Source: an optimization exercise on an open RTL-to-GDS flow (aim: small area, a short achievable clock period and few clock cycles per item). Production flows keep margins and buffers that such runs may drop.
At most, simulation tests tie the RTL to the original design; equivalence was not proved.
No activity file was given, so power comes from the tool's default toggle rates.

==> inputs of job 7715 <==
==> flow/design.v <==
`timescale 1ns /1 ns
module processor(
    input logic [15:0] INSTRin,
    input logic reset,
    input logic clk,
    input logic run,
    output logic done,
    output logic [15:0] r0_out, r1_out, a_out, r_out
);
    logic [1:0]  II;
    logic        M, X, Y;
    logic [15:0] rx, op2, res;
    assign II = INSTRin[15:14];
    assign M  = INSTRin[13];
    assign X  = INSTRin[12];
    assign Y  = INSTRin[0];
    assign rx  = X ? r1_out : r0_out;
    assign op2 = M ? {{4{INSTRin[11]}}, INSTRin[11:0]} : (Y ? r1_out : r0_out);
    always_comb begin
        case (II)
            2'b00: res = op2;
            2'b01: res = rx + op2;
            2'b10: res = rx - op2;
            default: res = rx * op2;
        endcase
    end
    assign done = run;
    always_ff @(posedge clk) begin
        if (reset) begin
            r0_out <= 16'h0;
            r1_out <= 16'h0;
            a_out  <= 16'h0;
            r_out  <= 16'h0;
        end else if (run) begin
            if (X) r1_out <= res; else r0_out <= res;
            if (II != 2'b00) begin
                a_out <= rx;
                r_out <= res;
            end
        end
    end
endmodule
==> flow/run.sh <==
#!/bin/bash
# synth_recipe.tcl (not shown) runs the flow's synth.tcl, then flattens the netlist and writes it again
# the make line also repeats each setting of config.mk as NAME=value (left out here)
make -C /OpenROAD-flow-scripts/flow DESIGN_CONFIG=/design/flow/config.mk WORK_HOME=/design/flow/orfs CLKGATE_MAP_FILE= SYNTH_SCRIPT=/design/flow/synth_recipe.tcl finish
==> flow/config.mk <==
export PLATFORM = sky130hd
export DESIGN_NAME = processor
export DESIGN_NICKNAME = processor
export VERILOG_FILES = /design/flow/design.v
export SDC_FILE = /design/flow/constraint.sdc
export NUM_CORES = 4
export LEC_CHECK = 0
export CAP_MARGIN = 20
export CORE_MARGIN = 2
export CORE_UTILIZATION = 40
export SLEW_MARGIN = 20
==> flow/constraint.sdc <==
create_clock -name core_clock -period 8.0 [get_ports {clk}]
set_input_delay 1.6000 -clock core_clock [delete_from_list [all_inputs] [get_ports {clk}]]
set_output_delay 1.6000 -clock core_clock [all_outputs]
set_load 0.01 [all_outputs]
==> job 1519: changes against job 7715 <==
==> flow/design.v, changed modules only <==
module control_path(
    input logic clk,
    input logic reset, 
    input logic run, 
    input logic [15:0] INSTRin,
    output logic R0in, R1in, Ain, Rin, IRin, 
    output logic [1:0] select, ALUOP,
    output logic done
); 
parameter mv = 2'b00, add = 2'b01, sub = 2'b10, mult = 2'b11;
logic [1:0] II;
logic M, rX, rY;
assign II = INSTRin[15:14];
assign M =  INSTRin[13];
assign rX = INSTRin[12];
assign rY = INSTRin[0];
typedef enum logic[1:0]
{
    C0 = 'd0,
    C1 = 'd1, 
    C2 = 'd2, 
    C3 = 'd3
} statetype;
statetype current_state, next_state;
always_comb begin
    case(current_state)
	C0: next_state = run? C1:C0;
        C1: next_state = done? C0:C2;
        C2: next_state = C3;
        C3: next_state = C0;
    endcase
end
always_comb begin
    R0in = 1'b0; R1in = 1'b0;
    Ain = 1'b0; Rin = 1'b0; IRin = 1'b0;
    select = 2'bxx; 
    ALUOP = 2'bxx;
    done = 1'b0;
    case(current_state)
        C0: IRin = 1;
        C1: 
        begin 
            case(II)
                mv: 
                    begin 
                        if (M == 1)
                            select = 2'b11;
                        else
                            select = rY ? 2'b10 : 2'b01;
                    R0in = !rX;
                    R1in = rX;
                    done = 1;
                    end
                add:
                    begin
                    select = rX ? 2'b10 : 2'b01;
                    Ain = 1;
                    end
                sub:
                    begin
                    select = rX ? 2'b10 : 2'b01;
                    Ain = 1;
                    end
                mult:
                    begin
                    select = rX ? 2'b10 : 2'b01;
                    Ain = 1;
                    end
                default: done = 1;
            endcase
        end
        C2: 
        begin
            case(II)
                add:
                    begin
                    Rin = 1;
                    if (M == 1)
                        select = 2'b11;
                    else
                        select = rY ? 2'b10 : 2'b01;
                    ALUOP = 2'b00;
                    end
                sub:
                    begin
                    Rin = 1;
                    if (M == 1)
                        select = 2'b11;
                    else
                        select = rY ? 2'b10 : 2'b01;
                    ALUOP = 2'b01;
                    end
                mult:
                    begin
                    Rin = 1;
                    if (M == 1)
                        select = 2'b11;
                    else
                        select = rY ? 2'b10 : 2'b01;
                    ALUOP = 2'b10;
                    end
                default: done = 1;
            endcase
        end
        C3: 
        begin
            case(II)
                add:
                    begin
                    select = 0;
                    R0in = !rX;
                    R1in = rX;
                    done = 1;
                    end
                sub:
                    begin
                    select = 0;
                    R0in = !rX;
                    R1in = rX;
                    done = 1;
                    end
                mult:
                    begin
                    select = 0;
                    R0in = !rX;
                    R1in = rX;
                    done = 1;
                    end
            endcase
        end
    endcase 
end
always_ff @(posedge clk) begin
    if(reset)
        current_state <= C0;
    else
       current_state <= next_state;
end
endmodule
module datapath(
    input logic clk, 
    input logic reset,
    input logic [15:0] INSTRin,
    input logic IRin, R0in, R1in, Ain, Rin,
    input logic [1:0] select, ALUOP,
    output logic [15:0] r0, r1, a, r  
);
    logic [15:0] ir, MUXout, ALUout;
    FF IR (clk, reset, IRin, INSTRin, ir); 
    FF R0 (clk, reset, R0in, MUXout, r0);
    FF R1 (clk, reset, R1in, MUXout, r1);
    logic [15:0] ir1;
    assign ir1 = {ir[11], ir[11], ir[11], ir[11], ir[11:0]};
    mux MUX (r, r0, r1, ir1, select, MUXout);
    FF A (clk, reset, Ain, MUXout, a);
    ALU ALU (a, MUXout, ALUOP, ALUout);
    FF R (clk, reset, Rin, ALUout, r);
endmodule
module ALU(input logic [15:0] A, B, input logic [1:0] choose, output logic [15:0] out);
    always_comb
        begin
            case(choose)
                0: out = A + B;
                1: out = A - B;
                2: out = A * B;
                default: out = 16'b0000000000000000;
            endcase
        end
endmodule
module FF(input logic clk, reset, enable, input logic [15:0] D, output logic [15:0] Q);
    always_ff @ (posedge clk)
        begin
        if (reset == 1)
            Q <= 16'b0;
        if (enable == 1)
            Q <= D;
        end
endmodule
module mux(input logic [15:0] a, b, c, d, input logic [1:0] choose, output logic [15:0] out);
    always_comb
    begin
        case(choose)
            0: out = a;
            1: out = b;
            2: out = c;
            3: out = d;
            default: out = 16'b0000000000000000;
        endcase
    end
endmodule
module processor(
    input logic [15:0] INSTRin,
    input logic reset, 
    input logic clk,
    input logic run,
    output logic done,
    output logic[15:0] r0_out,r1_out, a_out, r_out
);
logic r0in, r1in, ain, rin, irin;
logic[1:0] select, aluop;
control_path control(
   .clk(clk),
   .reset(reset), 
   .run(run), 
   .INSTRin(INSTRin),
   .R0in(r0in), 
   .R1in(r1in), 
   .Ain(ain), 
   .Rin(rin), 
   .IRin(irin), 
   .select(select), 
   .ALUOP(aluop),
   .done(done)
);
datapath data(
    .clk(clk), 
    .reset(reset),
    .INSTRin(INSTRin),
    .IRin(irin), 
    .R0in(r0in),
    .R1in(r1in), 
    .Ain(ain),
    .Rin(rin),
    .select(select), 
    .ALUOP(aluop),
    .r0(r0_out), 
    .r1(r1_out),
    .a(a_out),
    .r(r_out)
);
endmodule
==> job 9320: changes against job 7715 <==
- CORE_UTILIZATION: 40 -> 60
- SETUP_SLACK_MARGIN: default -> 2.5
==> summary.txt <==
quantity	job 9320	job 7715	job 1519
Nets	1314	1318	1264
Register share of the cell area	11.7%	12.6%	21.2%
Fraction of power consumed by sequential logic	22.8%	25.3%	17.1%
Most used flip-flop cell after synthesis	sky130_fd_sc_hd__dfxtp_1	sky130_fd_sc_hd__dfxtp_1	sky130_fd_sc_hd__edfxtp_1
Most common cell in the synthesized netlist	sky130_fd_sc_hd__nand2_1	sky130_fd_sc_hd__nand2_1	sky130_fd_sc_hd__inv_1
Number of enable-type register cells in the synthesized netlist	0	0	76
Multi-input gate share of total cell area	62.2%	59.9%	53.1%
Worst slack at placement	-0.0231 ns	-0.153 ns	-0.526 ns
Area fraction in compound gates after synthesis	14.8%	14.8%	8.39%
Met2 track demand over resource in global routing	62.9%	40.6%	39.1%
Post-CTS setup-driven buffer insertion count	34	0	0
Run status	no timing/DRC/antenna violations	no timing/DRC/antenna violations	no timing/DRC/antenna violations
Minimum period implied by the final worst setup slack	7.15 ns	7.71 ns	7.72 ns
FF-to-FF setup slack	1.98 ns	1.76 ns	0.90 ns
Simple-gate portion of the synthesized area	17.6%	17.6%	18.4%
Die height	120 um	146 um	151 um
Cells after DPL	1252	1408	1353
Inverters	136	136	128
Flip-flop and latch count after synthesis	64	64	78
Most common cell after layout, fill and taps aside	sky130_fd_sc_hd__nand2_1	sky130_fd_sc_hd__nand2_1	sky130_fd_sc_hd__inv_1
Critical hold path startpoint	r_out[3]$_SDFFE_PP0P_	r_out[11]$_SDFFE_PP0P_	control.current_state[0]$_SDFF_PP0_
Startpoint of the most critical register-to-register path	r0_out[4]$_SDFFE_PP0P_	r1_out[1]$_SDFFE_PP0P_	control.current_state[0]$_SDFF_PP0_
Post-route cell area	11000 um2	10200 um2	10900 um2
Required time worst endpoint	8.24 ns	8.18 ns	8.18 ns
Tapcells inserted	176	270	275
Die Area	14500 um2	21400 um2	22900 um2
Testbench counts of job 1519, summed over its fixed seeds: cycles 16,754, instructions 4,800.
Only the layout flow was run in job 7715 and job 9320; the RTL was not checked for function there.

## separate check: timing with driven ports
No port has a modelled driver above. Below, the same layouts with a new extraction and two added sets of constraints.
Step 1 (the two cells are an assumption about what drives the block):
set clk [get_ports {clk}]
set_driving_cell -lib_cell sky130_fd_sc_hd__clkbuf_16 $clk
set_driving_cell -lib_cell sky130_fd_sc_hd__buf_2 [delete_from_list [all_inputs] $clk]
Step 2 moves the port delays by t, midway between the first and last clock arrival at a register: inputs arrive t later, outputs are due t later. That takes back most of the time a late clock gives input paths.
Three values: ideal ports, drivers, drivers and shift; two values: the first two.
run | t, ns | slack for setup (ns) | worst setup path at the end | worst register clock-pin slew, ns
job 7715 | 0.363 | 0.289 / 0.280 / -0.083 | input to register | 0.06 / 0.06
job 1519 | 0.371 | 0.279 / 0.291 / -0.080 | input to register | 0.07 / 0.07
job 9320 | 0.368 | 0.853 / 0.852 / 0.484 | input to register | 0.06 / 0.06
Met with ideal ports but missed after step 2: setup timing in job 7715 and job 1519. For job 7715, which loses most, drivers alone change the setup slack by -0.009 ns; drivers and shift together by -0.372 ns.
